This design comes from an exercise in tuning for small area and a short achievable clock period on the open sky130 flow, not from production work.
Only simulation tests tie the RTL to the original design; equivalence was not proved.

==> design/flow/design.v <==
module FIR1 (X, clk, Y, reset);
  input  [13:0] X;
  input         clk;
  output [13:0] Y;
  input         reset;
  reg [13:0] d1;
  reg [13:0] d2;
  reg [13:0] d3;
  reg [13:0] d4;
  reg [13:0] d5;
  reg [13:0] d6;
  reg [13:0] d7;
  reg [13:0] d8;
  reg [13:0] d9;
  reg [13:0] d10;
  reg [13:0] d11;
  reg [13:0] d12;
  reg [13:0] d13;
  reg [13:0] d14;
  reg [13:0] d15;
  reg [13:0] d16;
  reg [13:0] d17;
  reg [13:0] d18;
  reg [13:0] d19;
  reg [14:0] q2_0;
  reg [14:0] q2_1;
  reg [14:0] q2_2;
  reg [14:0] q2_3;
  reg [16:0] t2_5;
  reg [29:0] r2a;
  reg [28:0] r2b;
  reg [15:0] r1;
  reg [0:0] r1c;
  reg [11:0] r1ha;
  reg [11:0] r1hb;
  reg [14:0] r1d;
  reg [13:0] Y;
  wire s1 = d17[2] ^ d19[2];
  wire c2 = d17[2] | d19[2];
  wire s3, c4;
  FIR1_fa us3 (~d17[0], d17[3], d19[3], s3, c4);
  wire s5, c6;
  FIR1_fa us5 (d17[4], d19[4], ~d17[1], s5, c6);
  wire s7, c8;
  FIR1_fa us7 (~d17[2], d17[5], d19[5], s7, c8);
  wire s9, c10;
  FIR1_fa us9 (~d17[3], d17[6], d19[6], s9, c10);
  wire s11, c12;
  FIR1_fa us11 (~d17[4], d17[7], d19[7], s11, c12);
  wire s13, c14;
  FIR1_fa us13 (~d17[5], d17[8], d19[8], s13, c14);
  wire s15, c16;
  FIR1_fa us15 (~d17[6], d17[9], d19[9], s15, c16);
  wire s17, c18;
  FIR1_fa us17 (~d17[7], d17[10], d19[10], s17, c18);
  wire s19, c20;
  FIR1_fa us19 (~d17[8], d17[11], d19[11], s19, c20);
  wire s21, c22;
  FIR1_fa us21 (~d17[9], d17[12], d19[12], s21, c22);
  wire s23, c24;
  FIR1_fa us23 (d17[13], d17[10], d19[13], s23, c24);
  wire [16:0] t2_5s = {~d17[13], d17[11], c24, ~c22, ~c20, ~c18, ~c16, ~c14, ~c12, ~c10, ~c8, ~c6, ~c4, ~c2, ~d17[1], ~d19[1], ~d17[0]} + {d17[12], ~d17[12], ~d17[11], s23, ~s21, ~s19, ~s17, ~s15, ~s13, ~s11, ~s9, ~s7, ~s5, ~s3, s1, d17[1], ~d19[0]};
  wire s25, c26;
  FIR1_ha us25 (q2_0[9], q2_0[5], s25, c26);
  wire s27 = q2_0[10] ^ q2_0[6];
  wire c28 = q2_0[10] | q2_0[6];
  wire s29, c30;
  FIR1_fa us29 (q2_0[4], q2_0[2], q2_1[0], s29, c30);
  wire s31 = q2_0[11] ^ q2_0[7];
  wire c32 = q2_0[11] | q2_0[7];
  wire s33, c34;
  FIR1_fa us33 (q2_0[5], q2_0[3], q2_1[1], s33, c34);
  wire s35, c36;
  FIR1_fa us35 (q2_2[11], q2_2[9], q2_2[4], s35, c36);
  wire s37, c38;
  FIR1_ha us37 (q2_2[2], q2_2[0], s37, c38);
  wire s39, c40;
  FIR1_fa us39 (q2_0[12], q2_0[8], q2_0[6], s39, c40);
  wire s41, c42;
  FIR1_fa us41 (q2_0[4], q2_1[2], q2_2[12], s41, c42);
  wire s43, c44;
  FIR1_fa us43 (q2_2[10], q2_2[5], q2_2[3], s43, c44);
  wire s45, c46;
  FIR1_fa us45 (q2_2[1], q2_3[7], q2_3[1], s45, c46);
  wire s47, c48;
  FIR1_fa us47 (q2_0[13], q2_0[9], q2_0[7], s47, c48);
  wire s49, c50;
  FIR1_fa us49 (q2_0[5], q2_1[3], q2_2[13], s49, c50);
  wire s51, c52;
  FIR1_fa us51 (q2_2[11], q2_2[6], q2_2[4], s51, c52);
  wire s53, c54;
  FIR1_fa us53 (q2_2[2], q2_3[8], q2_3[2], s53, c54);
  wire s55, c56;
  FIR1_ha us55 (q2_3[0], t2_5[9], s55, c56);
  wire s57, c58;
  FIR1_fa us57 (q2_0[10], q2_0[8], q2_0[6], s57, c58);
  wire s59, c60;
  FIR1_fa us59 (q2_1[4], q2_2[12], q2_2[7], s59, c60);
  wire s61, c62;
  FIR1_fa us61 (q2_2[5], q2_2[3], q2_3[9], s61, c62);
  wire s63, c64;
  FIR1_fa us63 (q2_3[3], q2_3[1], d9[0], s63, c64);
  wire s65, c66;
  FIR1_fa us65 (q2_0[14], q2_1[10], q2_2[14], s65, c66);
  wire s67 = t2_5[10] ^ q2_3[13];
  wire c68 = t2_5[10] & ~q2_3[13];
  wire s69, c70;
  FIR1_fa us69 (q2_0[11], q2_0[9], q2_0[7], s69, c70);
  wire s71, c72;
  FIR1_fa us71 (q2_1[5], q2_2[13], q2_2[8], s71, c72);
  wire s73, c74;
  FIR1_fa us73 (q2_2[6], q2_2[4], q2_3[14], s73, c74);
  wire s75, c76;
  FIR1_fa us75 (q2_3[10], q2_3[4], q2_3[2], s75, c76);
  wire s77, c78;
  FIR1_fa us77 (q2_1[11], q2_3[8], t2_5[13], s77, c78);
  wire s79, c80;
  FIR1_fa us79 (q2_0[12], q2_0[10], q2_0[8], s79, c80);
  wire s81, c82;
  FIR1_fa us81 (q2_1[6], q2_2[9], q2_2[7], s81, c82);
  wire s83, c84;
  FIR1_fa us83 (q2_2[5], q2_3[11], q2_3[5], s83, c84);
  wire s85, c86;
  FIR1_fa us85 (q2_3[3], d9[2], t2_5[12], s85, c86);
  wire s87 = q2_0[13] ^ q2_0[11];
  wire c88 = q2_0[13] | q2_0[11];
  wire s89, c90;
  FIR1_fa us89 (q2_0[9], q2_1[7], q2_2[10], s89, c90);
  wire s91, c92;
  FIR1_fa us91 (q2_2[8], q2_2[6], q2_3[12], s91, c92);
  wire s93, c94;
  FIR1_ha us93 (q2_3[6], q2_3[4], s93, c94);
  wire s95 = q2_0[12] ^ q2_0[10];
  wire c96 = q2_0[12] | q2_0[10];
  wire s97, c98;
  FIR1_fa us97 (q2_1[14], q2_1[8], q2_2[11], s97, c98);
  wire s99, c100;
  FIR1_fa us99 (q2_2[9], q2_2[7], q2_3[13], s99, c100);
  wire s101, c102;
  FIR1_ha us101 (q2_3[7], q2_3[5], s101, c102);
  wire s103 = q2_0[13] ^ q2_0[11];
  wire c104 = q2_0[13] | q2_0[11];
  wire s105, c106;
  FIR1_fa us105 (q2_1[9], q2_2[12], q2_2[10], s105, c106);
  wire s107 = q2_0[6] ^ q2_0[2];
  wire c108 = q2_0[6] | q2_0[2];
  wire s109, c110;
  FIR1_ha us109 (q2_0[0], q2_2[6], s109, c110);
  wire s111, c112;
  FIR1_fa us111 (q2_0[7], q2_0[3], q2_0[1], s111, c112);
  wire s113, c114;
  FIR1_fa us113 (q2_2[7], q2_2[5], q2_2[0], s113, c114);
  wire s115, c116;
  FIR1_ha us115 (q2_3[2], t2_5[3], s115, c116);
  wire s117, c118;
  FIR1_fa us117 (q2_0[8], q2_0[4], q2_0[2], s117, c118);
  wire s119, c120;
  FIR1_fa us119 (q2_0[0], q2_2[8], q2_2[6], s119, c120);
  wire s121, c122;
  FIR1_fa us121 (q2_2[1], q2_3[3], t2_5[4], s121, c122);
  wire s123 = q2_1[4] ^ q2_3[7];
  wire c124 = q2_1[4] | q2_3[7];
  wire s125, c126;
  FIR1_fa us125 (q2_0[3], q2_0[1], q2_2[9], s125, c126);
  wire s127, c128;
  FIR1_fa us127 (q2_2[7], q2_2[2], q2_2[0], s127, c128);
  wire s129, c130;
  FIR1_fa us129 (q2_1[5], q2_3[8], q2_3[2], s129, c130);
  wire s131, c132;
  FIR1_fa us131 (q2_3[4], t2_5[5], ~t2_5[7], s131, c132);
  wire s133, c134;
  FIR1_fa us133 (q2_2[10], q2_2[8], q2_2[3], s133, c134);
  wire s135, c136;
  FIR1_fa us135 (q2_2[1], q2_3[5], t2_5[6], s135, c136);
  wire s137, c138;
  FIR1_fa us137 (q2_1[6], q2_3[9], q2_3[3], s137, c138);
  wire s139, c140;
  FIR1_fa us139 (t2_5[8], ~c26, s27, s139, c140);
  wire s141, c142;
  FIR1_fa us141 (q2_3[6], q2_3[0], t2_5[7], s141, c142);
  wire s143, c144;
  FIR1_fa us143 (q2_1[7], q2_3[10], q2_3[4], s143, c144);
  wire s145, c146;
  FIR1_fa us145 (t2_5[9], ~c28, s31, s145, c146);
  wire s147, c148;
  FIR1_fa us147 (s37, c30, s33, s147, c148);
  wire s149, c150;
  FIR1_fa us149 (q2_1[8], q2_3[11], q2_3[5], s149, c150);
  wire s151, c152;
  FIR1_fa us151 (t2_5[8], c32, c38, s151, c152);
  wire s153, c154;
  FIR1_fa us153 (~t2_5[10], c34, c36, s153, c154);
  wire s155, c156;
  FIR1_fa us155 (s39, s41, s43, s155, c156);
  wire s157, c158;
  FIR1_fa us157 (q2_1[9], q2_3[12], q2_3[6], s157, c158);
  wire s159, c160;
  FIR1_fa us159 (s55, c40, c42, s159, c160);
  wire s161, c162;
  FIR1_fa us161 (~t2_5[11], c44, c46, s161, c162);
  wire s163, c164;
  FIR1_fa us163 (s47, s49, s51, s163, c164);
  wire s165, c166;
  FIR1_fa us165 (q2_3[7], t2_5[12], s67, s165, c166);
  wire s167, c168;
  FIR1_fa us167 (c56, c48, c50, s167, c168);
  wire s169, c170;
  FIR1_fa us169 (c52, c54, s57, s169, c170);
  wire s171, c172;
  FIR1_fa us171 (s59, s61, s63, s171, c172);
  wire s173, c174;
  FIR1_fa us173 (d9[1], t2_5[11], c68, s173, c174);
  wire s175, c176;
  FIR1_fa us175 (c58, c60, c62, s175, c176);
  wire s177, c178;
  FIR1_fa us177 (c64, s69, s71, s177, c178);
  wire s179, c180;
  FIR1_fa us179 (~c66, s73, s75, s179, c180);
  wire s181, c182;
  FIR1_fa us181 (q2_1[12], q2_2[14], q2_3[9], s181, c182);
  wire s183, c184;
  FIR1_fa us183 (c70, c72, c74, s183, c184);
  wire s185, c186;
  FIR1_fa us185 (t2_5[14], ~c76, c78, s185, c186);
  wire s187, c188;
  FIR1_fa us187 (s79, s81, s83, s187, c188);
  wire s189, c190;
  FIR1_fa us189 (q2_1[13], q2_3[10], t2_5[15], s189, c190);
  wire s191, c192;
  FIR1_fa us191 (d9[3], t2_5[13], s93, s191, c192);
  wire s193, c194;
  FIR1_fa us193 (c80, c82, c84, s193, c194);
  wire s195, c196;
  FIR1_fa us195 (c86, s89, s91, s195, c196);
  wire s197, c198;
  FIR1_fa us197 (d9[4], t2_5[16], t2_5[14], s197, c198);
  wire s199, c200;
  FIR1_fa us199 (q2_0[14], q2_3[11], s95, s199, c200);
  wire s201, c202;
  FIR1_fa us201 (c88, c94, s101, s201, c202);
  wire s203, c204;
  FIR1_fa us203 (c90, c92, s97, s203, c204);
  wire s205, c206;
  FIR1_fa us205 (q2_2[8], q2_3[8], q2_3[6], s205, c206);
  wire s207, c208;
  FIR1_fa us207 (d9[5], t2_5[15], ~q2_3[14], s207, c208);
  wire s209, c210;
  FIR1_fa us209 (~q2_3[12], c96, c102, s209, c210);
  wire s211, c212;
  FIR1_fa us211 (~s103, c98, c100, s211, c212);
  wire s213, c214;
  FIR1_fa us213 (q2_1[10], q2_2[13], q2_2[11], s213, c214);
  wire s215, c216;
  FIR1_fa us215 (q2_2[9], q2_3[9], q2_3[7], s215, c216);
  wire s217, c218;
  FIR1_fa us217 (q2_0[14], q2_3[13], t2_5[16], s217, c218);
  wire s219, c220;
  FIR1_fa us219 (d9[6], c104, ~q2_0[12], s219, c220);
  wire s221 = q2_0[13] ^ q2_1[11];
  wire c222 = q2_0[13] | q2_1[11];
  wire s223, c224;
  FIR1_fa us223 (q2_2[12], q2_2[10], q2_3[14], s223, c224);
  wire s225, c226;
  FIR1_fa us225 (q2_3[10], q2_3[8], d9[7], s225, c226);
  wire s227, c228;
  FIR1_ha us227 (q2_1[12], q2_2[13], s227, c228);
  wire s229 = q2_0[4] ^ q2_0[0];
  wire c230 = q2_0[4] | q2_0[0];
  wire s231, c232;
  FIR1_ha us231 (q2_2[4], q2_2[2], s231, c232);
  wire s233, c234;
  FIR1_fa us233 (q2_0[1], q2_2[5], q2_2[3], s233, c234);
  wire s235, c236;
  FIR1_fa us235 (q2_1[1], q2_3[4], t2_5[3], s235, c236);
  wire s237, c238;
  FIR1_ha us237 (q2_3[0], t2_5[1], s237, c238);
  wire s239, c240;
  FIR1_fa us239 (q2_2[4], q2_3[1], t2_5[2], s239, c240);
  wire s241, c242;
  FIR1_fa us241 (q2_1[2], q2_3[5], t2_5[4], s241, c242);
  wire s243, c244;
  FIR1_fa us243 (q2_0[5], ~s107, s109, s243, c244);
  wire s245, c246;
  FIR1_fa us245 (q2_1[3], q2_3[6], q2_3[0], s245, c246);
  wire s247, c248;
  FIR1_fa us247 (c108, c110, s115, s247, c248);
  wire s249, c250;
  FIR1_fa us249 (~t2_5[5], s111, s113, s249, c250);
  wire s251, c252;
  FIR1_fa us251 (q2_3[1], t2_5[6], ~c116, s251, c252);
  wire s253, c254;
  FIR1_fa us253 (s123, c112, c114, s253, c254);
  wire s255, c256;
  FIR1_fa us255 (s117, s119, s121, s255, c256);
  wire s257, c258;
  FIR1_fa us257 (s25, c118, c120, s257, c258);
  wire s259, c260;
  FIR1_fa us259 (c122, s125, s127, s259, c260);
  wire s261, c262;
  FIR1_fa us261 (c124, s129, ~s131, s261, c262);
  wire s263, c264;
  FIR1_fa us263 (c126, c128, ~c130, s263, c264);
  wire s265, c266;
  FIR1_fa us265 (c132, s29, s133, s265, c266);
  wire s267, c268;
  FIR1_fa us267 (~s135, s137, s139, s267, c268);
  wire s269, c270;
  FIR1_fa us269 (c134, c136, ~c138, s269, c270);
  wire s271, c272;
  FIR1_fa us271 (s35, s141, ~s143, s271, c272);
  wire s273, c274;
  FIR1_fa us273 (c140, s145, ~s147, s273, c274);
  wire s275, c276;
  FIR1_fa us275 (c142, ~c144, s45, s275, c276);
  wire s277, c278;
  FIR1_fa us277 (s149, c146, ~s151, s277, c278);
  wire s279, c280;
  FIR1_fa us279 (c148, s153, s155, s279, c280);
  wire s281, c282;
  FIR1_fa us281 (c150, ~s53, s157, s281, c282);
  wire s283, c284;
  FIR1_fa us283 (c152, c154, c156, s283, c284);
  wire s285, c286;
  FIR1_fa us285 (s159, s161, s163, s285, c286);
  wire s287, c288;
  FIR1_fa us287 (c158, s65, s165, s287, c288);
  wire s289, c290;
  FIR1_fa us289 (c160, c162, c164, s289, c290);
  wire s291, c292;
  FIR1_fa us291 (s167, s169, s171, s291, c292);
  wire s293, c294;
  FIR1_fa us293 (s77, c166, ~s173, s293, c294);
  wire s295, c296;
  FIR1_fa us295 (c168, c170, c172, s295, c296);
  wire s297, c298;
  FIR1_fa us297 (s175, s177, s179, s297, c298);
  wire s299, c300;
  FIR1_fa us299 (s85, ~s181, c174, s299, c300);
  wire s301, c302;
  FIR1_fa us301 (c176, c178, s183, s301, c302);
  wire s303, c304;
  FIR1_fa us303 (~s185, c180, s187, s303, c304);
  wire s305, c306;
  FIR1_fa us305 (s87, c182, s189, s305, c306);
  wire s307, c308;
  FIR1_fa us307 (c184, s191, c188, s307, c308);
  wire s309, c310;
  FIR1_fa us309 (~c186, s193, s195, s309, c310);
  wire s311, c312;
  FIR1_fa us311 (~c190, s99, s197, s311, c312);
  wire s313, c314;
  FIR1_fa us313 (c192, c194, s201, s313, c314);
  wire s315, c316;
  FIR1_fa us315 (~s199, c196, s203, s315, c316);
  wire s317, c318;
  FIR1_fa us317 (c198, s105, s205, s317, c318);
  wire s319, c320;
  FIR1_fa us319 (s207, ~c200, c202, s319, c320);
  wire s321, c322;
  FIR1_fa us321 (s209, c204, s211, s321, c322);
  wire s323, c324;
  FIR1_fa us323 (c106, c206, c208, s323, c324);
  wire s325, c326;
  FIR1_fa us325 (s213, s215, ~s217, s325, c326);
  wire s327, c328;
  FIR1_fa us327 (c210, s219, c212, s327, c328);
  wire s329, c330;
  FIR1_fa us329 (q2_2[14], ~q2_0[12], s221, s329, c330);
  wire s331, c332;
  FIR1_fa us331 (c214, c216, ~c218, s331, c332);
  wire s333, c334;
  FIR1_fa us333 (s223, s225, c220, s333, c334);
  wire s335, c336;
  FIR1_fa us335 (q2_2[11], q2_3[11], q2_3[9], s335, c336);
  wire s337, c338;
  FIR1_fa us337 (d9[8], ~q2_0[14], c222, s337, c338);
  wire s339, c340;
  FIR1_fa us339 (s227, c224, c226, s339, c340);
  wire s341 = q2_1[13] ^ q2_2[12];
  wire c342 = q2_1[13] | q2_2[12];
  wire s343, c344;
  FIR1_fa us343 (q2_3[12], q2_3[10], d9[9], s343, c344);
  wire s345 = c228 ^ q2_2[14];
  wire c346 = c228 & ~q2_2[14];
  wire s347 = q2_2[13] ^ q2_3[13];
  wire c348 = q2_2[13] | q2_3[13];
  wire s349, c350;
  FIR1_ha us349 (q2_3[11], d9[10], s349, c350);
  wire s351, c352;
  FIR1_ha us351 (q2_0[2], q2_2[2], s351, c352);
  wire s353 = q2_0[3] ^ q2_2[3];
  wire c354 = q2_0[3] | q2_2[3];
  wire s355 = q2_2[1] ^ q2_3[2];
  wire c356 = q2_2[1] & ~q2_3[2];
  wire s357, c358;
  FIR1_fa us357 (q2_1[0], q2_3[3], t2_5[2], s357, c358);
  wire s359, c360;
  FIR1_fa us359 (t2_5[0], ~s229, s231, s359, c360);
  wire s361, c362;
  FIR1_fa us361 (c230, c232, s237, s361, c362);
  wire s363, c364;
  FIR1_fa us363 (q2_0[5], ~s233, s235, s363, c364);
  wire s365, c366;
  FIR1_fa us365 (c238, c234, ~c236, s365, c366);
  wire s367, c368;
  FIR1_fa us367 (s239, ~s241, s243, s367, c368);
  wire s369, c370;
  FIR1_fa us369 (~c240, c242, s245, s369, c370);
  wire s371, c372;
  FIR1_fa us371 (c244, s247, s249, s371, c372);
  wire s373, c374;
  FIR1_fa us373 (c246, ~c248, s251, s373, c374);
  wire s375, c376;
  FIR1_fa us375 (s253, c250, s255, s375, c376);
  wire s377, c378;
  FIR1_fa us377 (c254, c256, s257, s377, c378);
  wire s379, c380;
  FIR1_fa us379 (c252, ~s259, s261, s379, c380);
  wire s381, c382;
  FIR1_fa us381 (c258, c260, s263, s381, c382);
  wire s383, c384;
  FIR1_fa us383 (~s265, c262, s267, s383, c384);
  wire s385, c386;
  FIR1_fa us385 (c264, c266, s269, s385, c386);
  wire s387, c388;
  FIR1_fa us387 (~s271, c268, s273, s387, c388);
  wire s389, c390;
  FIR1_fa us389 (c270, c272, s275, s389, c390);
  wire s391, c392;
  FIR1_fa us391 (s277, c274, ~s279, s391, c392);
  wire s393, c394;
  FIR1_fa us393 (~c276, s281, c278, s393, c394);
  wire s395, c396;
  FIR1_fa us395 (c280, s283, s285, s395, c396);
  wire s397, c398;
  FIR1_fa us397 (c282, ~c284, s287, s397, c398);
  wire s399, c400;
  FIR1_fa us399 (c286, s289, s291, s399, c400);
  wire s401, c402;
  FIR1_fa us401 (c288, ~c290, s293, s401, c402);
  wire s403, c404;
  FIR1_fa us403 (c292, s295, s297, s403, c404);
  wire s405, c406;
  FIR1_fa us405 (s299, ~c294, c296, s405, c406);
  wire s407, c408;
  FIR1_fa us407 (s301, c298, s303, s407, c408);
  wire s409, c410;
  FIR1_fa us409 (~s305, c300, c302, s409, c410);
  wire s411, c412;
  FIR1_fa us411 (s307, c304, s309, s411, c412);
  wire s413, c414;
  FIR1_fa us413 (s311, c308, s313, s413, c414);
  wire s415, c416;
  FIR1_fa us415 (~c306, c310, s315, s415, c416);
  wire s417, c418;
  FIR1_fa us417 (c312, s317, c314, s417, c418);
  wire s419, c420;
  FIR1_fa us419 (s319, s321, c316, s419, c420);
  wire s421, c422;
  FIR1_fa us421 (c318, s323, s325, s421, c422);
  wire s423, c424;
  FIR1_fa us423 (c320, c322, s327, s423, c424);
  wire s425, c426;
  FIR1_fa us425 (c324, s331, c326, s425, c426);
  wire s427, c428;
  FIR1_fa us427 (~s329, s333, c328, s427, c428);
  wire s429, c430;
  FIR1_fa us429 (s335, ~c330, s337, s429, c430);
  wire s431, c432;
  FIR1_fa us431 (c332, s339, c334, s431, c432);
  wire s433, c434;
  FIR1_fa us433 (~s341, c336, s343, s433, c434);
  wire s435, c436;
  FIR1_fa us435 (~s345, c338, c340, s435, c436);
  wire s437, c438;
  FIR1_fa us437 (q2_1[14], ~c342, s347, s437, c438);
  wire s439, c440;
  FIR1_fa us439 (s349, c344, c346, s439, c440);
  wire s441, c442;
  FIR1_fa us441 (q2_3[12], d9[11], ~q2_2[14], s441, c442);
  wire s443, c444;
  FIR1_fa us443 (~q2_3[14], c348, c350, s443, c444);
  wire s445 = q2_2[0] ^ q2_3[1];
  wire c446 = q2_2[0] & ~q2_3[1];
  wire s447, c448;
  FIR1_fa us447 (t2_5[1], s353, s355, s447, c448);
  wire s449, c450;
  FIR1_fa us449 (c354, c356, ~s357, s449, c450);
  wire s451, c452;
  FIR1_fa us451 (~c358, c360, s361, s451, c452);
  wire s453, c454;
  FIR1_fa us453 (c362, s365, ~c364, s453, c454);
  wire s455, c456;
  FIR1_fa us455 (c366, ~s369, c368, s455, c456);
  wire s457, c458;
  FIR1_fa us457 (c370, s373, ~c372, s457, c458);
  wire s459, c460;
  FIR1_fa us459 (~c374, c376, s377, s459, c460);
  wire s461, c462;
  FIR1_fa us461 (c378, s381, ~c380, s461, c462);
  wire s463, c464;
  FIR1_fa us463 (c382, s385, ~c384, s463, c464);
  wire s465, c466;
  FIR1_fa us465 (c386, s389, ~c388, s465, c466);
  wire s467, c468;
  FIR1_fa us467 (~c390, s393, c392, s467, c468);
  wire s469, c470;
  FIR1_fa us469 (c394, s397, ~c396, s469, c470);
  wire s471, c472;
  FIR1_fa us471 (c398, s401, ~c400, s471, c472);
  wire s473, c474;
  FIR1_fa us473 (~c402, s405, c404, s473, c474);
  wire s475, c476;
  FIR1_fa us475 (c406, s409, c408, s475, c476);
  wire s477, c478;
  FIR1_fa us477 (c410, s413, c412, s477, c478);
  wire s479, c480;
  FIR1_fa us479 (c414, s417, s419, s479, c480);
  wire s481, c482;
  FIR1_fa us481 (s421, c418, c420, s481, c482);
  wire s483, c484;
  FIR1_fa us483 (c422, s425, c424, s483, c484);
  wire s485, c486;
  FIR1_fa us485 (s429, c426, s431, s485, c486);
  wire s487, c488;
  FIR1_fa us487 (s433, c430, s435, s487, c488);
  wire s489, c490;
  FIR1_fa us489 (~s437, c434, s439, s489, c490);
  wire s491, c492;
  FIR1_fa us491 (s441, ~c438, s443, s491, c492);
  wire s493, c494;
  FIR1_fa us493 (q2_3[13], d9[12], c442, s493, c494);
  wire s495, c496;
  FIR1_ha us495 (q2_0[1], q2_2[1], s495, c496);
  wire s497, c498;
  FIR1_fa us497 (t2_5[0], ~s351, s445, s497, c498);
  wire s499, c500;
  FIR1_fa us499 (c352, c446, ~s447, s499, c500);
  wire s501, c502;
  FIR1_fa us501 (~c448, s359, s449, s501, c502);
  wire s503, c504;
  FIR1_fa us503 (c450, ~s363, s451, s503, c504);
  wire s505, c506;
  FIR1_fa us505 (c452, s367, s453, s505, c506);
  wire s507, c508;
  FIR1_fa us507 (c454, s371, s455, s507, c508);
  wire s509, c510;
  FIR1_fa us509 (s375, c456, ~s457, s509, c510);
  wire s511, c512;
  FIR1_fa us511 (s379, c458, ~s459, s511, c512);
  wire s513, c514;
  FIR1_fa us513 (c460, ~s383, s461, s513, c514);
  wire s515, c516;
  FIR1_fa us515 (c462, ~s387, s463, s515, c516);
  wire s517, c518;
  FIR1_fa us517 (~s391, c464, s465, s517, c518);
  wire s519, c520;
  FIR1_fa us519 (s395, c466, ~s467, s519, c520);
  wire s521, c522;
  FIR1_fa us521 (~s399, c468, s469, s521, c522);
  wire s523, c524;
  FIR1_fa us523 (~s403, c470, s471, s523, c524);
  wire s525, c526;
  FIR1_fa us525 (s407, ~c472, s473, s525, c526);
  wire s527, c528;
  FIR1_fa us527 (s411, c474, s475, s527, c528);
  wire s529, c530;
  FIR1_fa us529 (s415, c476, s477, s529, c530);
  wire s531, c532;
  FIR1_fa us531 (c416, c478, s479, s531, c532);
  wire s533, c534;
  FIR1_fa us533 (s423, c480, s481, s533, c534);
  wire s535, c536;
  FIR1_fa us535 (s427, c482, s483, s535, c536);
  wire s537, c538;
  FIR1_fa us537 (c428, s485, c484, s537, c538);
  wire s539, c540;
  FIR1_fa us539 (c432, s487, c486, s539, c540);
  wire s541, c542;
  FIR1_fa us541 (c436, s489, c488, s541, c542);
  wire s543, c544;
  FIR1_fa us543 (c440, s491, c490, s543, c544);
  wire s545, c546;
  FIR1_fa us545 (c444, s493, c492, s545, c546);
  wire s547, c548;
  FIR1_fa us547 (~d9[13], q2_3[14], c494, s547, c548);
  wire s549, c550;
  FIR1_ha us549 (r2a[6], r2b[6], s549, c550);
  wire s551, c552;
  FIR1_fa us551 (r2a[7], r2b[7], d1[5], s551, c552);
  wire s553, c554;
  FIR1_fa us553 (r2a[8], r2b[8], d1[6], s553, c554);
  wire s555, c556;
  FIR1_fa us555 (r2a[9], d1[7], d1[5], s555, c556);
  wire s557, c558;
  FIR1_fa us557 (r2b[10], d1[8], d1[6], s557, c558);
  wire s559, c560;
  FIR1_fa us559 (r2a[11], r2b[11], d1[9], s559, c560);
  wire s561, c562;
  FIR1_fa us561 (r2a[12], r2b[12], d1[10], s561, c562);
  wire s563, c564;
  FIR1_fa us563 (r2a[13], r2b[13], d1[11], s563, c564);
  wire s565, c566;
  FIR1_fa us565 (r2a[14], d1[12], d1[10], s565, c566);
  wire s567, c568;
  FIR1_fa us567 (r2a[15], r2b[15], d1[13], s567, c568);
  wire s569, c570;
  FIR1_ha us569 (r2b[16], d1[12], s569, c570);
  wire s571, c572;
  FIR1_ha us571 (r2a[17], r2b[17], s571, c572);
  wire s573, c574;
  FIR1_ha us573 (r2a[4], r2b[4], s573, c574);
  wire s575, c576;
  FIR1_fa us575 (r2a[5], r2b[5], d1[3], s575, c576);
  wire s577, c578;
  FIR1_fa us577 (d1[4], d1[2], d1[0], s577, c578);
  wire s579, c580;
  FIR1_fa us579 (d1[3], d1[1], c550, s579, c580);
  wire s581, c582;
  FIR1_fa us581 (d1[4], d1[2], c552, s581, c582);
  wire s583, c584;
  FIR1_fa us583 (d1[3], ~r2b[9], c554, s583, c584);
  wire s585, c586;
  FIR1_fa us585 (d1[4], ~r2a[10], c556, s585, c586);
  wire s587, c588;
  FIR1_fa us587 (d1[7], d1[5], c558, s587, c588);
  wire s589, c590;
  FIR1_fa us589 (d1[8], d1[6], c560, s589, c590);
  wire s591, c592;
  FIR1_fa us591 (d1[9], d1[7], c562, s591, c592);
  wire s593, c594;
  FIR1_fa us593 (d1[8], ~r2b[14], c564, s593, c594);
  wire s595, c596;
  FIR1_fa us595 (d1[11], d1[9], c566, s595, c596);
  wire s597, c598;
  FIR1_fa us597 (d1[10], ~r2a[16], s569, s597, c598);
  wire s599, c600;
  FIR1_fa us599 (d1[11], c570, s571, s599, c600);
  wire s601, c602;
  FIR1_fa us601 (r2a[18], r2b[18], d1[12], s601, c602);
  wire s603, c604;
  FIR1_ha us603 (r2a[19], r2b[19], s603, c604);
  wire s605, c606;
  FIR1_ha us605 (r2a[2], d1[0], s605, c606);
  wire s607, c608;
  FIR1_fa us607 (r2b[3], d1[1], ~r2a[3], s607, c608);
  wire s609, c610;
  FIR1_fa us609 (d1[2], d1[0], s573, s609, c610);
  wire s611, c612;
  FIR1_fa us611 (d1[1], c574, s575, s611, c612);
  wire s613, c614;
  FIR1_fa us613 (s549, c576, s577, s613, c614);
  wire s615, c616;
  FIR1_fa us615 (c578, s551, s579, s615, c616);
  wire s617, c618;
  FIR1_fa us617 (s553, c580, s581, s617, c618);
  wire s619, c620;
  FIR1_fa us619 (s555, c582, s583, s619, c620);
  wire s621, c622;
  FIR1_fa us621 (s557, c584, s585, s621, c622);
  wire s623, c624;
  FIR1_fa us623 (s559, c586, s587, s623, c624);
  wire s625, c626;
  FIR1_fa us625 (s561, c588, s589, s625, c626);
  wire s627, c628;
  FIR1_fa us627 (s563, c590, s591, s627, c628);
  wire s629, c630;
  FIR1_fa us629 (s565, c592, s593, s629, c630);
  wire s631, c632;
  FIR1_fa us631 (~s567, c594, s595, s631, c632);
  wire s633, c634;
  FIR1_fa us633 (~c568, c596, s597, s633, c634);
  wire s635, c636;
  FIR1_fa us635 (~d1[13], c598, s599, s635, c636);
  wire s637, c638;
  FIR1_fa us637 (c572, s601, c600, s637, c638);
  wire s639, c640;
  FIR1_fa us639 (~d1[13], s603, c602, s639, c640);
  wire s641, c642;
  FIR1_fa us641 (r2a[20], r2b[20], c604, s641, c642);
  wire s643, c644;
  FIR1_ha us643 (r2a[21], r2b[21], s643, c644);
  wire s645, c646;
  FIR1_ha us645 (r2a[22], r2b[22], s645, c646);
  wire s647, c648;
  FIR1_ha us647 (r2a[23], r2b[23], s647, c648);
  wire s649, c650;
  FIR1_ha us649 (r2a[24], r2b[24], s649, c650);
  wire s651, c652;
  FIR1_ha us651 (r2a[25], r2b[25], s651, c652);
  wire s653, c654;
  FIR1_ha us653 (r2a[26], r2b[26], s653, c654);
  wire s655, c656;
  FIR1_ha us655 (r2a[27], r2b[27], s655, c656);
  wire s657 = r2b[28] ^ r2a[28];
  wire c658 = r2b[28] & ~r2a[28];
  wire [29:0] ra1 = {r2a[29], c656, c654, c652, c650, c648, c646, c644, c642, c640, c638, c636, c634, c632, c630, c628, c626, c624, c622, c620, c618, c616, c614, c612, c610, c608, c606, ~r2b[2], r2b[1], r2a[0]}, rb1 = {c658, ~s657, s655, s653, s651, s649, s647, s645, s643, s641, s639, s637, s635, s633, s631, s629, s627, s625, s623, s621, s619, s617, s615, s613, s611, s609, s607, s605, ~r2a[1], r2b[0]};
  wire [18:0] rl1 = {1'b0, ra1[17:0]} + {1'b0, rb1[17:0]};
  wire [11:0] qhi = {r1ha[11], r1ha[10], r1ha[9], r1ha[8], r1ha[7], r1ha[6], r1ha[5], r1ha[4], r1ha[3], r1ha[2], r1ha[1], r1ha[0]} + {r1hb[11], ~r1hb[10], r1hb[9], r1hb[8], r1hb[7], r1hb[6], r1hb[5], r1hb[4], r1hb[3], r1hb[2], r1hb[1], r1hb[0]} + {11'd0, r1c};
  wire [13:0] xu = {X[13], ~X[12:0]};
  wire [14:0] qd = ~r1d;
  wire [15:0] ca, cb;   
  assign ca[0] = r1[0] ^ xu[0];
  assign cb[0] = 1'b0;
  assign cb[1] = qd[0] & xu[0];
  genvar gi;
  generate for (gi = 1; gi < 14; gi = gi + 1) begin : csa
    assign ca[gi] = r1[gi] ^ xu[gi] ^ xu[gi-1];
    assign cb[gi+1] = (qd[gi] & xu[gi]) | (qd[gi] & xu[gi-1]) | (xu[gi] & xu[gi-1]);
  end endgenerate
  assign ca[14] = r1[14] ^ xu[13];
  assign cb[15] = qd[14] & xu[13];
  assign ca[15] = r1[15];
  wire [15:0] pg0 = ca & cb, pt0 = ca | cb;
  wire [15:0] pg1, pt1;
  assign pg1[0] = pg0[0];
  assign pt1[0] = pt0[0];
  assign pg1[1] = pg0[1] | (pt0[1] & pg0[0]);
  assign pt1[1] = pt0[1] & pt0[0];
  assign pg1[2] = pg0[2] | (pt0[2] & pg0[1]);
  assign pt1[2] = pt0[2] & pt0[1];
  assign pg1[3] = pg0[3] | (pt0[3] & pg0[2]);
  assign pt1[3] = pt0[3] & pt0[2];
  assign pg1[4] = pg0[4] | (pt0[4] & pg0[3]);
  assign pt1[4] = pt0[4] & pt0[3];
  assign pg1[5] = pg0[5] | (pt0[5] & pg0[4]);
  assign pt1[5] = pt0[5] & pt0[4];
  assign pg1[6] = pg0[6] | (pt0[6] & pg0[5]);
  assign pt1[6] = pt0[6] & pt0[5];
  assign pg1[7] = pg0[7] | (pt0[7] & pg0[6]);
  assign pt1[7] = pt0[7] & pt0[6];
  assign pg1[8] = pg0[8] | (pt0[8] & pg0[7]);
  assign pt1[8] = pt0[8] & pt0[7];
  assign pg1[9] = pg0[9] | (pt0[9] & pg0[8]);
  assign pt1[9] = pt0[9] & pt0[8];
  assign pg1[10] = pg0[10] | (pt0[10] & pg0[9]);
  assign pt1[10] = pt0[10] & pt0[9];
  assign pg1[11] = pg0[11] | (pt0[11] & pg0[10]);
  assign pt1[11] = pt0[11] & pt0[10];
  assign pg1[12] = pg0[12] | (pt0[12] & pg0[11]);
  assign pt1[12] = pt0[12] & pt0[11];
  assign pg1[13] = pg0[13] | (pt0[13] & pg0[12]);
  assign pt1[13] = pt0[13] & pt0[12];
  assign pg1[14] = pg0[14] | (pt0[14] & pg0[13]);
  assign pt1[14] = pt0[14] & pt0[13];
  assign pg1[15] = pg0[15] | (pt0[15] & pg0[14]);
  assign pt1[15] = pt0[15] & pt0[14];
  wire [15:0] pg2, pt2;
  assign pg2[0] = pg1[0];
  assign pt2[0] = pt1[0];
  assign pg2[1] = pg1[1];
  assign pt2[1] = pt1[1];
  assign pg2[2] = pg1[2] | (pt1[2] & pg1[0]);
  assign pt2[2] = pt1[2] & pt1[0];
  assign pg2[3] = pg1[3] | (pt1[3] & pg1[1]);
  assign pt2[3] = pt1[3] & pt1[1];
  assign pg2[4] = pg1[4] | (pt1[4] & pg1[2]);
  assign pt2[4] = pt1[4] & pt1[2];
  assign pg2[5] = pg1[5] | (pt1[5] & pg1[3]);
  assign pt2[5] = pt1[5] & pt1[3];
  assign pg2[6] = pg1[6] | (pt1[6] & pg1[4]);
  assign pt2[6] = pt1[6] & pt1[4];
  assign pg2[7] = pg1[7] | (pt1[7] & pg1[5]);
  assign pt2[7] = pt1[7] & pt1[5];
  assign pg2[8] = pg1[8] | (pt1[8] & pg1[6]);
  assign pt2[8] = pt1[8] & pt1[6];
  assign pg2[9] = pg1[9] | (pt1[9] & pg1[7]);
  assign pt2[9] = pt1[9] & pt1[7];
  assign pg2[10] = pg1[10] | (pt1[10] & pg1[8]);
  assign pt2[10] = pt1[10] & pt1[8];
  assign pg2[11] = pg1[11] | (pt1[11] & pg1[9]);
  assign pt2[11] = pt1[11] & pt1[9];
  assign pg2[12] = pg1[12] | (pt1[12] & pg1[10]);
  assign pt2[12] = pt1[12] & pt1[10];
  assign pg2[13] = pg1[13] | (pt1[13] & pg1[11]);
  assign pt2[13] = pt1[13] & pt1[11];
  assign pg2[14] = pg1[14] | (pt1[14] & pg1[12]);
  assign pt2[14] = pt1[14] & pt1[12];
  assign pg2[15] = pg1[15] | (pt1[15] & pg1[13]);
  assign pt2[15] = pt1[15] & pt1[13];
  wire [15:0] pg3, pt3;
  assign pg3[0] = pg2[0];
  assign pt3[0] = pt2[0];
  assign pg3[1] = pg2[1];
  assign pt3[1] = pt2[1];
  assign pg3[2] = pg2[2];
  assign pt3[2] = pt2[2];
  assign pg3[3] = pg2[3];
  assign pt3[3] = pt2[3];
  assign pg3[4] = pg2[4] | (pt2[4] & pg2[0]);
  assign pt3[4] = pt2[4] & pt2[0];
  assign pg3[5] = pg2[5] | (pt2[5] & pg2[1]);
  assign pt3[5] = pt2[5] & pt2[1];
  assign pg3[6] = pg2[6] | (pt2[6] & pg2[2]);
  assign pt3[6] = pt2[6] & pt2[2];
  assign pg3[7] = pg2[7] | (pt2[7] & pg2[3]);
  assign pt3[7] = pt2[7] & pt2[3];
  assign pg3[8] = pg2[8] | (pt2[8] & pg2[4]);
  assign pt3[8] = pt2[8] & pt2[4];
  assign pg3[9] = pg2[9] | (pt2[9] & pg2[5]);
  assign pt3[9] = pt2[9] & pt2[5];
  assign pg3[10] = pg2[10] | (pt2[10] & pg2[6]);
  assign pt3[10] = pt2[10] & pt2[6];
  assign pg3[11] = pg2[11] | (pt2[11] & pg2[7]);
  assign pt3[11] = pt2[11] & pt2[7];
  assign pg3[12] = pg2[12] | (pt2[12] & pg2[8]);
  assign pt3[12] = pt2[12] & pt2[8];
  assign pg3[13] = pg2[13] | (pt2[13] & pg2[9]);
  assign pt3[13] = pt2[13] & pt2[9];
  assign pg3[14] = pg2[14] | (pt2[14] & pg2[10]);
  assign pt3[14] = pt2[14] & pt2[10];
  assign pg3[15] = pg2[15] | (pt2[15] & pg2[11]);
  assign pt3[15] = pt2[15] & pt2[11];
  wire [15:0] pg4, pt4;
  assign pg4[0] = pg3[0];
  assign pt4[0] = pt3[0];
  assign pg4[1] = pg3[1];
  assign pt4[1] = pt3[1];
  assign pg4[2] = pg3[2];
  assign pt4[2] = pt3[2];
  assign pg4[3] = pg3[3];
  assign pt4[3] = pt3[3];
  assign pg4[4] = pg3[4];
  assign pt4[4] = pt3[4];
  assign pg4[5] = pg3[5];
  assign pt4[5] = pt3[5];
  assign pg4[6] = pg3[6];
  assign pt4[6] = pt3[6];
  assign pg4[7] = pg3[7];
  assign pt4[7] = pt3[7];
  assign pg4[8] = pg3[8] | (pt3[8] & pg3[0]);
  assign pt4[8] = pt3[8] & pt3[0];
  assign pg4[9] = pg3[9] | (pt3[9] & pg3[1]);
  assign pt4[9] = pt3[9] & pt3[1];
  assign pg4[10] = pg3[10] | (pt3[10] & pg3[2]);
  assign pt4[10] = pt3[10] & pt3[2];
  assign pg4[11] = pg3[11] | (pt3[11] & pg3[3]);
  assign pt4[11] = pt3[11] & pt3[3];
  assign pg4[12] = pg3[12] | (pt3[12] & pg3[4]);
  assign pt4[12] = pt3[12] & pt3[4];
  assign pg4[13] = pg3[13] | (pt3[13] & pg3[5]);
  assign pt4[13] = pt3[13] & pt3[5];
  assign pg4[14] = pg3[14] | (pt3[14] & pg3[6]);
  assign pt4[14] = pt3[14] & pt3[6];
  assign pg4[15] = pg3[15] | (pt3[15] & pg3[7]);
  assign pt4[15] = pt3[15] & pt3[7];
  wire cy16 = pg4[15];   
  wire cy14 = pg4[13], cy15 = pg4[14];
  wire y0 = ca[14] ^ cb[14] ^ cy14;
  wire y1 = ca[15] ^ cb[15] ^ cy15;
  wire [11:0] hq = qhi;
  wire [11:0] hall;   
  assign hall[0] = 1'b1;
  generate for (gi = 1; gi < 12; gi = gi + 1) begin : inc
    assign hall[gi] = hall[gi-1] & hq[gi-1];
  end endgenerate
  wire [13:0] yn = {hq ^ (hall & {12{cy16}}), y1, y0};
  always @(posedge clk or posedge reset) begin
    if (reset) begin
      d1 <= 14'd0;
      d2 <= 14'd0;
      d3 <= 14'd0;
      d4 <= 14'd0;
      d5 <= 14'd0;
      d6 <= 14'd0;
      d7 <= 14'd0;
      d8 <= 14'd0;
      d9 <= 14'd0;
      d10 <= 14'd0;
      d11 <= 14'd0;
      d12 <= 14'd0;
      d13 <= 14'd0;
      d14 <= 14'd0;
      d15 <= 14'd0;
      d16 <= 14'd0;
      d17 <= 14'd0;
      d18 <= 14'd0;
      d19 <= 14'd0;
      q2_0 <= 15'd32767;
      q2_1 <= 15'd0;
      q2_2 <= 15'd32767;
      q2_3 <= 15'd0;
      t2_5 <= 17'd0;
      r2a <= 30'd804619270;
      r2b <= 29'd49668;
      r1 <= 16'd40963;
      r1c <= 1'd0;
      r1ha <= 12'd4095;
      r1hb <= 12'd1024;
      r1d <= 15'd24572;
      Y <= 14'd0;
    end else begin
      d1 <= X;
      d2 <= d1;
      d3 <= d2;
      d4 <= d3;
      d5 <= d4;
      d6 <= d5;
      d7 <= d6;
      d8 <= d7;
      d9 <= d8;
      d10 <= d9;
      d11 <= d10;
      d12 <= d11;
      d13 <= d12;
      d14 <= d13;
      d15 <= d14;
      d16 <= d15;
      d17 <= d16;
      d18 <= d17;
      d19 <= d18;
      q2_0 <= ~({d1[13], d1} + {d15[13], d15});
      q2_1 <= {d3[13], d3} + {d13[13], d13};
      q2_2 <= ~({d5[13], d5} + {d11[13], d11});
      q2_3 <= {d7[13], d7} + {d9[13], d9};
      t2_5 <= t2_5s;
      r2a <= {1'b1, q2_3[14], c546, c544, c542, c540, c538, c536, c534, c532, c530, c528, c526, c524, c522, c520, c518, c516, c514, c512, c510, c508, c506, c504, c502, c500, c498, c496, q2_3[0], q2_0[0]};
      r2b <= {c548, s547, s545, s543, s541, s539, s537, s535, s533, s531, s529, s527, s525, s523, s521, s519, s517, s515, s513, s511, s509, s507, s505, s503, s501, s499, s497, s495, q2_2[0]};
      r1 <= rl1[17:2];
      r1c <= rl1[18];
      r1ha <= {r2a[29], c656, c654, c652, c650, c648, c646, c644, c642, c640, c638, c636};
      r1hb <= {c658, s657, s655, s653, s651, s649, s647, s645, s643, s641, s639, s637};
      r1d <= ~rl1[16:2];
      Y <= yn;
    end
  end
endmodule
module FIR1_fa (a, b, c, s, co);
  input a, b, c;
  output s, co;
  assign s = a ^ b ^ c;
  assign co = (a & b) | (a & c) | (b & c);
endmodule
module FIR1_ha (a, b, s, co);
  input a, b;
  output s, co;
  assign s = a ^ b;
  assign co = a & b;
endmodule
==> design/flow/flow/run.sh <==
#!/bin/bash
set -euo pipefail
bash standard.sh SETUP_SLACK_MARGIN=6.3 finish > standard_run.log 2>&1
==> design/flow/standard.sh <==
#!/bin/bash
# synth_recipe.tcl (not shown) runs the flow's synth.tcl, then flattens the netlist and writes it again
# the make line also repeats each setting of config.mk as NAME=value (left out here)
make -C /OpenROAD-flow-scripts/flow DESIGN_CONFIG=/design/flow/config.mk WORK_HOME=/design/flow/orfs CLKGATE_MAP_FILE= SYNTH_SCRIPT=/design/flow/synth_recipe.tcl "${@:-finish}"
==> design/flow/config.mk <==
export PLATFORM = sky130hd
export DESIGN_NAME = FIR1
export DESIGN_NICKNAME = FIR1
export VERILOG_FILES = /design/flow/design.v
export SDC_FILE = /design/flow/constraint.sdc
export NUM_CORES = 4
export LEC_CHECK = 0
export ABC_AREA = 1
export CAP_MARGIN = 20
export CORE_MARGIN = 2
export CORE_UTILIZATION = 40
export CTS_CLUSTER_DIAMETER = 150
export CTS_CLUSTER_SIZE = 20
export SLEW_MARGIN = 20
export SYNTH_HIERARCHICAL = 1
export SYNTH_MINIMUM_KEEP_SIZE = 0
==> design/flow/constraint.sdc <==
create_clock -name core_clock -period 10.0 [get_ports {clk}]
set_input_delay 2.0000 -clock core_clock [delete_from_list [all_inputs] [get_ports {clk}]]
set_output_delay 2.0000 -clock core_clock [all_outputs]
set_load 0.01 [all_outputs]
==> results of run 1 <==
timing repair:
action,in CTS,in global routing
pin swaps,0,6
resized for setup,3,20
gates cloned,0,1
buffers inserted,4,22
setup endpoints to repair,10,27
modules after synthesis (local to each module, per instance):
module | cells | times used | flip-flops and latches | area (um^2)
FIR1 | 1671 | 1 | 469 | 18600
FIR1_fa | 1 | 285 | 0 | 20.0
FIR1_ha | 1 | 26 | 0 | 12.5
sequential cells by signal (all words and copies together), names as in the netlist, 15 cells and up:
register and count:
r2a 29, q2_2 15, q2_0 15, r2b 29, q2_3 15, r1 15
q2_1 15, t2_5 17, r1d 15
cells in the mapped netlist (3+ instances only):
cell / n / share of area, %
fa_1: 292 / 24
nor3_1: 12 / 0.24
nand3_2: 3 / 0.12
o21ai_0: 41 / 0.83
o2111ai_1: 5 / 0.18
or2_1: 3 / 0.076
inv_1: 282 / 4.3
xnor2_1: 30 / 1.1
nand3_1: 94 / 1.9
dfrtp_1: 394 / 40
dfstp_2: 75 / 8.0
o21bai_1: 4 / 0.12
a31oi_1: 10 / 0.25
nand2_2: 14 / 0.36
inv_2: 6 / 0.091
a21o_1: 13 / 0.40
nor2_1: 59 / 0.90
a211oi_1: 5 / 0.15
a21oi_1: 80 / 1.6
nand2_4: 3 / 0.14
nand3b_1: 6 / 0.18
xor2_1: 56 / 2.0
ha_1: 147 / 7.5
nand4_1: 7 / 0.18
nand2_1: 318 / 4.8
metrics by stage:
| stage | area, um^2 | std cells |
|---|---|---|
| floorplan | 24600 | 1982 |
| global placement | 25900 | 2793 |
| detailed placement | 25900 | 2793 |
| CTS | 26800 | 2847 |
| global route | 27000 | 2871 |
| finish | 27000 | 2871 |
cell type report:
class,count,area share (%)
sequential,469,43.8
multi-input combinational,1223,43.6
inverter,288,4.01
tap,782,3.62
clock buffer,48,2.79
timing repair buffer,59,2.15
clock inverter,2,0.0926
final timing paths:
path	from	endpoint	slack, ns	cells past startpoint
max in group asynchronous	reset	r2b[22]	6.59	4
min in group asynchronous	reset	d15[3]	1.94	2
setup / recovery	q2_0[9]	r2b[18]	6.38	7
hold reg to reg	d4[3]	d5[3]	0.34	0
hold / removal	d4[3]	d5[3]	0.34	0
setup reg to reg	q2_0[9]	r2b[18]	6.38	7
routing by layer:
layer	vias to the layer above	part of all wire, %
met5	-	0.045
met4	2	2.8
met3	81	5.9
met2	290	47
met1	7191	44
li1	6373	-
cells by family (layout without fill, tap and decap cells):
kind of cell,Yosys count,after routing,synth area share [%]
AO/OA/AOI/OAI,167,167,3.85
XOR/XNOR,86,86,3.06
adder cells (fa/ha/maj),439,439,31.2
buffers and inverters,291,397,4.49
flip-flops,469,469,48.0
AND/OR/NAND/NOR,530,531,9.40
==> impl_results.md, run 1 <==
* CP most frequent cell: fa_1
* Commonest cells after routing, fill and taps aside: dfrtp_1, nand2_1, fa_1
* Slowest CP cell: dfstp_2
* Cell family with most CP delay: adder cells
* Library cells used by synthesis at 40
* Fillers at approximately 5400
* Via count at 13900
* TritonCTS Buffers at 27
* Routability congestion estimate at 0.887
* Setup crit end kind: register
* Most common cell after layout, fill and taps aside: dfrtp_1
* Initial antenna violation count at 3
* CTS clk-pin slew, worst paths at 0.08 ns
* Outcome: complete, no violations
* Hold buffer count at CTS at 0
* Final core utilization at 44.6%
* Layout cell share with drive strength beyond 1 at a little under a tenth
* Register area share after synthesis at 48.0%
* Final WL at 53900 um
* CTS max path bufs at 3
* Largest net degree at the start of global routing at 200
* FP Rows at 90
* Root buffer cell: clkbuf_16
* YS warnings at 7
* CP arrival at a little over 4 ns
* Syn Inst Count at between 1500 and 2000
* Register Area at between 10000 and 15000 um^2
* Multi-input gate area at 11800 um^2
* Syn Nets at around 2400
* Global-route wire length before repair at approximately 85000 um
* Post-synth EDFFs at 0
* GRT met2 Usage at between 20% and 30%
* Global route hottest layer: met2
* Antenna-violating nets left at 0
* Syn Area/Cell at 12.4 um^2
* CP peak stage delay at 0.61 ns
* Max-cap violations at 0
* FFs w/ async S/R, synth at 100%
* Hold WS at roughly 0.34 ns
* Worst path bufs/invs at 1
* Max FO, Critical Path at 4
* Worst Tran Pin Value at between 0.9 and 1 ns
* Synthesis-stage register bit count at 469
* Pre-antenna DRT Iters at 6
* Rel. slew slack at 33.8%
* Post-DP HPWL at 42700 um
* Max-slew violation count at 0
* Tot GR Track Use at ~18%
* Area delta synth->final at 9.73%
* Final period util at a little over a third
* Final nets at 2523
* Mapped cell area at ~25000 um^2
* Max Clock Skew at roughly 0.027 ns
* Die width at 252 um
* Starting Density at 40.7%
* DP Worst Slack at around 5.6 ns
* GR Util met3 at 3.65%
* Final Critical Period at 3.62 ns
* Final Hold Vio Count at 0
* GR Overflow Total at 0
* Setup WS post-layout at between 6 and 7 ns
* CTS sink cnt at 469
* Core area at approximately 61000 um^2
* Die Ht at 252 um
* PortBufs at 29
* Worst min path class: register to register
* Grt met1 use at between 20% and 30%
* Ports at 30
* Initial DRC Count at around 1100
* Clock Latency Late Sink at 0.59 ns
* Peak Freq at 276 MHz
* Number of H-tree levels at 1
* Final setup viols at 0
* WS Path Type: register to register
* Die ar. at 63600 um^2
* Post-route setup TNS at 0 ns
* Via density at between 4 and 5
* Synth Flop Type: dfrtp_1
* Vias in the first global route at 15000
* Antenna cell count at 0
* Crit path required time at roughly 10 ns
* Unrepaired setup endpoints after global routing: no
* Worst path cell trace: buf_4 -> fa_1 -> fa_1 -> fa_1 -> fa_1 -> fa_1 -> fa_1
* Crit start category: register
* DRC at 0
* WL per Instance at roughly 19 um
* CTS tree: built
==> run 2: changes to the inputs <==
==> design/flow/flow/run.sh (replaced) <==
#!/bin/bash
set -euo pipefail
bash standard.sh SETUP_SLACK_MARGIN=6.3 "BUFFER_PORTS_ARGS=-buffer_cell sky130_fd_sc_hd__buf_4" finish > standard_run.log 2>&1
==> run 2 against run 1 <==
Synthesized cell count did not move. Via count rose by 0.27%. Clock skew fell by 0.010 ns. Final cell count fell by 0.10%. Flip-flop and latch count did not move. Die area did not move. Routed wire length fell by 0.61%. Clock-buffer cell count did not move. Largest cell class unchanged. Highest routed layer is now met4.
==> impl_results.md, run 2 <==
* Outcome: complete, no violations (unchanged)
* Most common cell after layout, fill and taps aside: dfrtp_1 (unchanged)
* Reg-to-reg startpoint: q2_0[11] (was q2_0[9])
* Post-route setup TNS at 0 ns (unchanged)
* WL per Instance at 18.7 um (was 18.8 um)
* Clock Latency Late Sink at 0.58 ns (was 0.59 ns)
* Worst Tran Pin Value at 1.17 ns (was 0.994 ns)
* Largest net degree at the start of global routing at 187 (was 200)
* Worst min path class: register to register (unchanged)
* Setup crit end kind: register (unchanged)
* Worst r2r path cells at 7 (unchanged)
* DP Worst Slack at 5.44 ns (was 5.57 ns)
* TritonCTS Buffers at 27 (unchanged)
* Final setup viols at 0 (unchanged)
* CP arrival at 4.10 ns (was 4.08 ns)
* Top post-synthesis cells by area: dfrtp_1, fa_1, dfstp_2 (unchanged)
* Final nets at 2521 (was 2523)
* Cell taking the most area after synthesis: dfrtp_1 (unchanged)
* Peak Freq at 275 MHz (was 276 MHz)
* YS warnings at 7 (unchanged)
* R2R setup slack at 6.36 ns (was 6.38 ns)
* Unrepaired setup endpoints after global routing: yes (was no)
* Worst path bufs/invs at 1 (unchanged)
* CP most frequent cell: fa_1 (unchanged)
* Tot GR Track Use at 17.6% (about the same)
* Max FO, Critical Path at 2 (was 4)
* Register area share after synthesis at 48.0% (unchanged)
* Max-slew violation count at 0 (unchanged)
* Top post-synthesis cells by count: dfrtp_1, nand2_1, fa_1, inv_1, ha_1 (unchanged)
* Syn Area/Cell at 12.4 um^2 (unchanged)
* Syn Nets at 2437 (unchanged)
* Worst path cell trace: buf_4 -> fa_1 -> fa_1 -> fa_1 -> fa_1 -> fa_1 -> fa_1 (unchanged)
* Fillers at 5483 (was 5428)
* Ports at 30 (unchanged)
* Die width at 252 um (unchanged)
* Root buffer cell: clkbuf_16 (unchanged)
* Final WL at 53600 um (was 53900 um)
* Global-route wire length before repair at 85300 um (was 84900 um)
* Placed Instances at 2795 (was 2793)
* Layout cell share with drive strength beyond 1 at 10.0% (was 9.14%)
* CTS max path bufs at 3 (unchanged)
* Most common cell in the netlist: dfrtp_1 (unchanged)
* Pre-antenna DRT Iters at 5 (was 6)
* Vias in the first global route at 15100 (was 15000)
* CTS clk-pin slew, worst paths at 0.09 ns (was 0.08 ns)
* Via count at 14000 (was 13900)
* Hold WS at 0.341 ns (was 0.339 ns)
* Max Clock Skew at 0.0169 ns (was 0.0271 ns)
* Core area at 60600 um^2 (unchanged)
* Initial antenna violation count at 3 (unchanged)
* Setup WS post-layout at 6.36 ns (was 6.38 ns)
* Via density at 4.87 (was 4.85)
* Crit start category: register (unchanged)
* Routability congestion estimate at 0.913 (was 0.887)
* Initial DRC Count at 979 (was 1089)
* CP peak stage delay at 0.60 ns (was 0.61 ns)
* CTS sink cnt at 469 (unchanged)
* Number of H-tree levels at 1 (unchanged)
* Die Ht at 252 um (unchanged)
* FFs w/ async S/R, synth at 100% (unchanged)
* Cell family with most CP delay: adder cells (unchanged)
* PortBufs at 29 (unchanged)
* Max-cap violations at 0 (unchanged)
* Hold Path Depth at 0 (unchanged)
* Synth Flop Type: dfrtp_1 (unchanged)
* Final period util at 36.4% (was 36.2%)
* FP Rows at 90 (unchanged)
* GR Overflow Total at 0 (unchanged)
* Synth top area share at 40.0% (unchanged)
* Critical path startpoint: q2_0[11] (was q2_0[9])
* Design Area, Final at 26900 um^2 (was 27000 um^2)
* Antenna-violating nets left at 0 (unchanged)
* Finished Layout Cells at 2868 (was 2871)
* Antenna cell count at 0 (unchanged)
* Mapped cell area at 24600 um^2 (unchanged)
* Reg-to-Reg End: r2b[17] (was r2b[18])
* HP Start: d12[0] (was d4[3])
* Placement Cell Area at 25900 um^2 (about the same)
* Commonest cells after routing, fill and taps aside: dfrtp_1, nand2_1, fa_1 (unchanged)
* WS Path Type: register to register (unchanged)
* Crit path required time at 10.46 ns (about the same)
* Post-synth EDFFs at 0 (unchanged)
* DRC at 0 (unchanged)
* Final Critical Period at 3.64 ns (was 3.62 ns)
* Starting Density at 40.7% (unchanged)
* Area delta synth->final at 9.03% (was 9.73%)
* Die ar. at 63600 um^2 (unchanged)
* Hold EP: d13[0] (was d5[3])
* Slowest CP cell: dfstp_2 (unchanged)
* Rel. slew slack at 22.3% (was 33.8%)
* Top Registers: r2a x29, r2b x29, t2_5 x17 (unchanged)
* Library cells used by synthesis at 40 (unchanged)
* CTS tree: built (unchanged)
* Final Hold Vio Count at 0 (unchanged)
* Hold buffer count at CTS at 0 (unchanged)
* Final core utilization at 44.3% (was 44.6%)
* Post-DP HPWL at 42700 um (about the same)
* Synthesis-stage register bit count at 469 (unchanged)
* Syn Inst Count at 1982 (unchanged)
run 2: how the worst max path moves through the flow:
stage                           to  slack (ns)  cells past startpoint
after floorplan               Y[0]        1.71                      1
after detailed placement   d19[12]        5.44                      4
after CTS                  r2b[13]        6.32                      8
after global placement    t2_5[16]        5.52                      4
final                      r2b[17]        6.36                      7
after global routing       r2b[19]        6.28                      6
run 2: Yosys stat by module, one instance, submodules excluded:
module	copies in the design	cells
FIR1	1	1671
FIR1_fa	285	1
FIR1_ha	26	1
run 2: metal layers:
layer	vias up	routed length, um	GRT usage, %
met4	0	1380	4.73
li1	6369	-	-
met3	84	2230	1.76
met5	-	0	0
met2	294	25400	28.8
met1	7227	24500	25.4
run 2: kinds of logic (layout without fill, tap and decap cells):
family / after synthesis / after routing / share of synthesized area, %
compound gates: 167 / 167 / 3.85
xor+xnor: 86 / 86 / 3.06
fa+ha+maj: 439 / 439 / 31.2
buf+inv: 291 / 395 / 4.49
flops: 469 / 469 / 48.0
simple gates: 530 / 530 / 9.40
run 2: area by class of cell:
| type | count | area [um^2] | area share [%] |
|---|---|---|---|
| flip-flops and latches | 469 | 11800 | 44.1 |
| multi-input cells | 1222 | 11700 | 43.6 |
| repair buffers | 58 | 475 | 1.77 |
| clock buffers | 48 | 754 | 2.81 |
| inverters | 288 | 1080 | 4.04 |
| clock inverters | 1 | 16.3 | 0.0605 |
| well taps | 782 | 978 | 3.64 |
run 2: repair_timing:
action,CTS,global route
setup endpoints to repair,241,9
resized for setup,5,6
pin swaps,0,1
setup buffers,0,23
==> run 3: changes to the inputs <==
--- a/design/flow/config.mk
+++ b/design/flow/config.mk
@@ -11,5 +11,5 @@
 export CORE_UTILIZATION = 40
 export CTS_CLUSTER_DIAMETER = 150
-export CTS_CLUSTER_SIZE = 20
+export CTS_CLUSTER_SIZE = 26
 export SLEW_MARGIN = 20
 export SYNTH_HIERARCHICAL = 1
==> run 3 against run 2 <==
Sequential share of layout area is 0.16 points higher. Setup slack better by 0.016 ns. Die area stayed put. Final area is 0.37% lower. Utilization is 0.17 points lower. Largest cell class unchanged. Highest routed layer unchanged.
==> impl_results.md, run 3 <==
* Unrepaired setup endpoints after global routing: no (was yes)
* CTS tree: built (unchanged)
* Max Clock Skew at 0.0308 ns (was 0.0169 ns)
* Adder-Cell Fraction of Synth Area at 31.2% (unchanged)
* Ports at 30 (unchanged)
* CTS sink cnt at 469 (unchanged)
* Via density at 4.82 (was 4.87)
* Post-DP HPWL at 42700 um (unchanged)
* Routability congestion estimate at 0.913 (unchanged)
* Most common cell after layout, fill and taps aside: dfrtp_1 (unchanged)
* Synth Flop Type: dfrtp_1 (unchanged)
* Final Critical Period at 3.62 ns (was 3.64 ns)
* Syn Nets at 2437 (unchanged)
* CP most frequent cell: fa_1 (unchanged)
* Initial antenna violation count at 3 (unchanged)
* Mapped cell area at 24600 um^2 (unchanged)
* Area delta synth->final at 8.62% (was 9.03%)
* Final Hold Vio Count at 0 (unchanged)
* WL per Instance at 18.5 um (was 18.7 um)
* Number of H-tree levels at 1 (unchanged)
* Register Area at 11800 um^2 (about the same)
* Layout cell share with drive strength beyond 1 at 9.87% (was 10.0%)
* CTS clk-pin slew, worst paths at 0.10 ns (was 0.09 ns)
* Finished Layout Cells at 2860 (was 2868)
* Global-route wire length before repair at 83900 um (was 85300 um)
* Post-synth EDFFs at 0 (unchanged)
* Final nets at 2517 (was 2521)
* Top post-synthesis cells by count: dfrtp_1, nand2_1, fa_1, inv_1, ha_1 (unchanged)
* Largest family of logic cells by synthesized area: adder cells (unchanged)
* Vias in the first global route at 15000 (was 15100)
* Synthesis-stage register bit count at 469 (unchanged)
* YS warnings at 7 (unchanged)
* Pre-antenna DRT Iters at 5 (unchanged)
* Multi-input gate area at 11700 um^2 (about the same)
* Synth top area share at 40.0% (unchanged)
* FFs w/ async S/R, synth at 100% (unchanged)
* Syn Inst Count at 1982 (unchanged)
* Synth Area in Compound Gates at 3.85% (unchanged)
* Die ar. at 63600 um^2 (unchanged)
* Top Registers: r2a x29, r2b x29, t2_5 x17 (unchanged)
* Die width at 252 um (unchanged)
* Simple-Gate Fraction of Synth Area at 9.40% (unchanged)
* Final WL at 53000 um (was 53600 um)
* Worst Tran Pin Value at 0.958 ns (was 1.17 ns)
* Worst path cell trace: inv_1 -> ha_4 -> inv_1 -> fa_1 -> fa_1 -> fa_1 -> fa_1 -> fa_1 (was buf_4 -> fa_1 -> fa_1 -> fa_1 -> fa_1 -> fa_1 -> fa_1)
* Top post-synthesis cells by area: dfrtp_1, fa_1, dfstp_2 (unchanged)
* Max-cap violations at 0 (unchanged)
* Antenna cell count at 0 (unchanged)
* Via count at 13800 (was 14000)
* Crit start category: register (unchanged)
* Placed Instances at 2795 (unchanged)
* Starting Density at 40.7% (unchanged)
* Slowest CP cell: dfstp_2 (unchanged)
* Crit path required time at 10.45 ns (was 10.46 ns)
* CTS max path bufs at 3 (unchanged)
* Outcome: complete, no violations (unchanged)
* Root buffer cell: clkbuf_16 (unchanged)
* Hold WS at 0.325 ns (was 0.341 ns)
* Library cells used by synthesis at 40 (unchanged)
* Final setup viols at 0 (unchanged)
* Largest net degree at the start of global routing at 187 (unchanged)
* Cell taking the most area after synthesis: dfrtp_1 (unchanged)
* Commonest cells after routing, fill and taps aside: dfrtp_1, nand2_1, fa_1 (unchanged)
* CP arrival at 4.07 ns (was 4.10 ns)
* Clock Latency Late Sink at 0.57 ns (was 0.58 ns)
* Tot GR Track Use at 17.4% (was 17.6%)
* FP Rows at 90 (unchanged)
* Max FO, Critical Path at 2 (unchanged)
* Antenna-violating nets left at 0 (unchanged)
* Fillers at 5478 (was 5483)
* Peak Freq at 276 MHz (was 275 MHz)
* Die Ht at 252 um (unchanged)
* Final core utilization at 44.2% (was 44.3%)
* CP peak stage delay at 0.61 ns (was 0.60 ns)
* Core area at 60600 um^2 (unchanged)
* PortBufs at 29 (unchanged)
* Synth Area in XOR/XNOR at 3.06% (unchanged)
* Syn Area/Cell at 12.4 um^2 (unchanged)
* GR Overflow Total at 0 (unchanged)
* Multiplexer area fraction after synthesis at 0% (unchanged)
* WS Path Type: register to register (unchanged)
* Initial DRC Count at 996 (was 979)
* Max-slew violation count at 0 (unchanged)
* Rel. slew slack at 36.2% (was 22.3%)
* Setup crit end kind: register (unchanged)
* Worst min path class: register to register (unchanged)
* DRC at 0 (unchanged)
* TritonCTS Buffers at 22 (was 27)
* Most common cell in the netlist: dfrtp_1 (unchanged)
* Post-route setup TNS at 0 ns (unchanged)
* Final period util at 36.2% (was 36.4%)
* Register area share after synthesis at 48.0% (unchanged)
run 3: cell counts after synthesis:
No cell type changed its count.
run 3: repair_timing:
| action | in CTS | in global routing |
|---|---|---|
| hold buffers | 0 | 0 |
| resized for setup | 5 | 4 |
| pin swaps | 0 | 2 |
| buffers inserted | 0 | 24 |
| setup endpoints to repair | 240 | 9 |
run 3: per-layer routing:
layer  part of all wire, %  up-vias  track usage (%)  wire, um
li1                      -     6361                -         -
met1                    46     7092             24.6     24300
met2                    47      248             28.4     25000
met3                   4.4       76             2.57      2350
met4                   2.5        0             4.73      1310
met5                     0        -                0         0
run 3: worst max-delay path, delay by kind of cell (launching register included):
family / cells / cell delay (ns)
flip-flops: 1 / 0.61
buffers and inverters: 2 / 0.19
adder cells (fa/ha/maj): 6 / 2.71
run 3: final timing paths:
check | startpoint | endpoint | cells after the start | slack, ns
max in group asynchronous | reset | q2_3[13] | 5 | 6.86
min in group asynchronous | reset | d6[1] | 2 | 1.40
max | q2_0[11] | r2b[19] | 8 | 6.38
min reg2reg | d8[5] | d9[5] | 0 | 0.32
max reg2reg | q2_0[11] | r2b[19] | 8 | 6.38
min | d8[5] | d9[5] | 0 | 0.32
run 3: kinds of logic after synthesis:
group                      after synthesis
DFF                                    469
buffers and inverters                  291
and+or+nand+nor                        530
adders and majority gates              439
AOI/OAI and AO/OA                      167
xor gates and xnor gates                86
run 3: cell type report:
type,instances,share of cell area (%)
sequential,469,44.2
multi-input combinational,1222,43.8
inverter,288,4.05
tap,782,3.66
clock buffer,38,2.36
timing repair buffer,59,1.80
clock inverter,2,0.131
run 3: stage by stage:
stage	worst slack, ns	instance area, um^2
floorplan	1.71	24600
global placement	5.52	25900
detailed placement	5.44	25900
CTS	6.32	26500
global route	6.30	26800
finish	6.38	26800
run 3: Yosys stat by module, one instance, submodules excluded:
module   copies in the design  flip-flops and latches
FIR1                        1                     469
FIR1_fa                   285                       0
FIR1_ha                    26                       0

-- re-timing with driven ports --
Ports are ideal in the flow. The routed layouts listed here were re-timed in OpenROAD. Step 1: set_driving_cell puts a clkbuf_16 on clk and a buf_2 on each other input, an assumption about the parent block. Step 2 also shifts input and output timing later by t, the mid clock arrival at the registers, as if the neighbouring blocks saw the same clock. a / b / c = ideal ports / drivers / drivers and shift; a / b = the first two.
run | shift t [ns] | setup WS [ns] | slew at the worst register clock pin (ns) | worst slew at a driven data input, ns | cell pins on the clock port's net
run 1 | 0.637 | 6.380 / 6.380 / 5.784 | 0.09 / 0.09 | 0.05 | 1
run 2 | 0.638 | 6.361 / 6.361 / 5.985 | 0.10 / 0.10 | 0.05 | 1
run 3 | 0.617 | 6.377 / 6.377 / 6.001 | 0.11 / 0.11 | 0.05 | 1
After both steps every run listed still meets setup and hold. For run 1, which loses most, drivers alone change the setup slack by 0.000 ns; drivers and shift together by -0.596 ns.
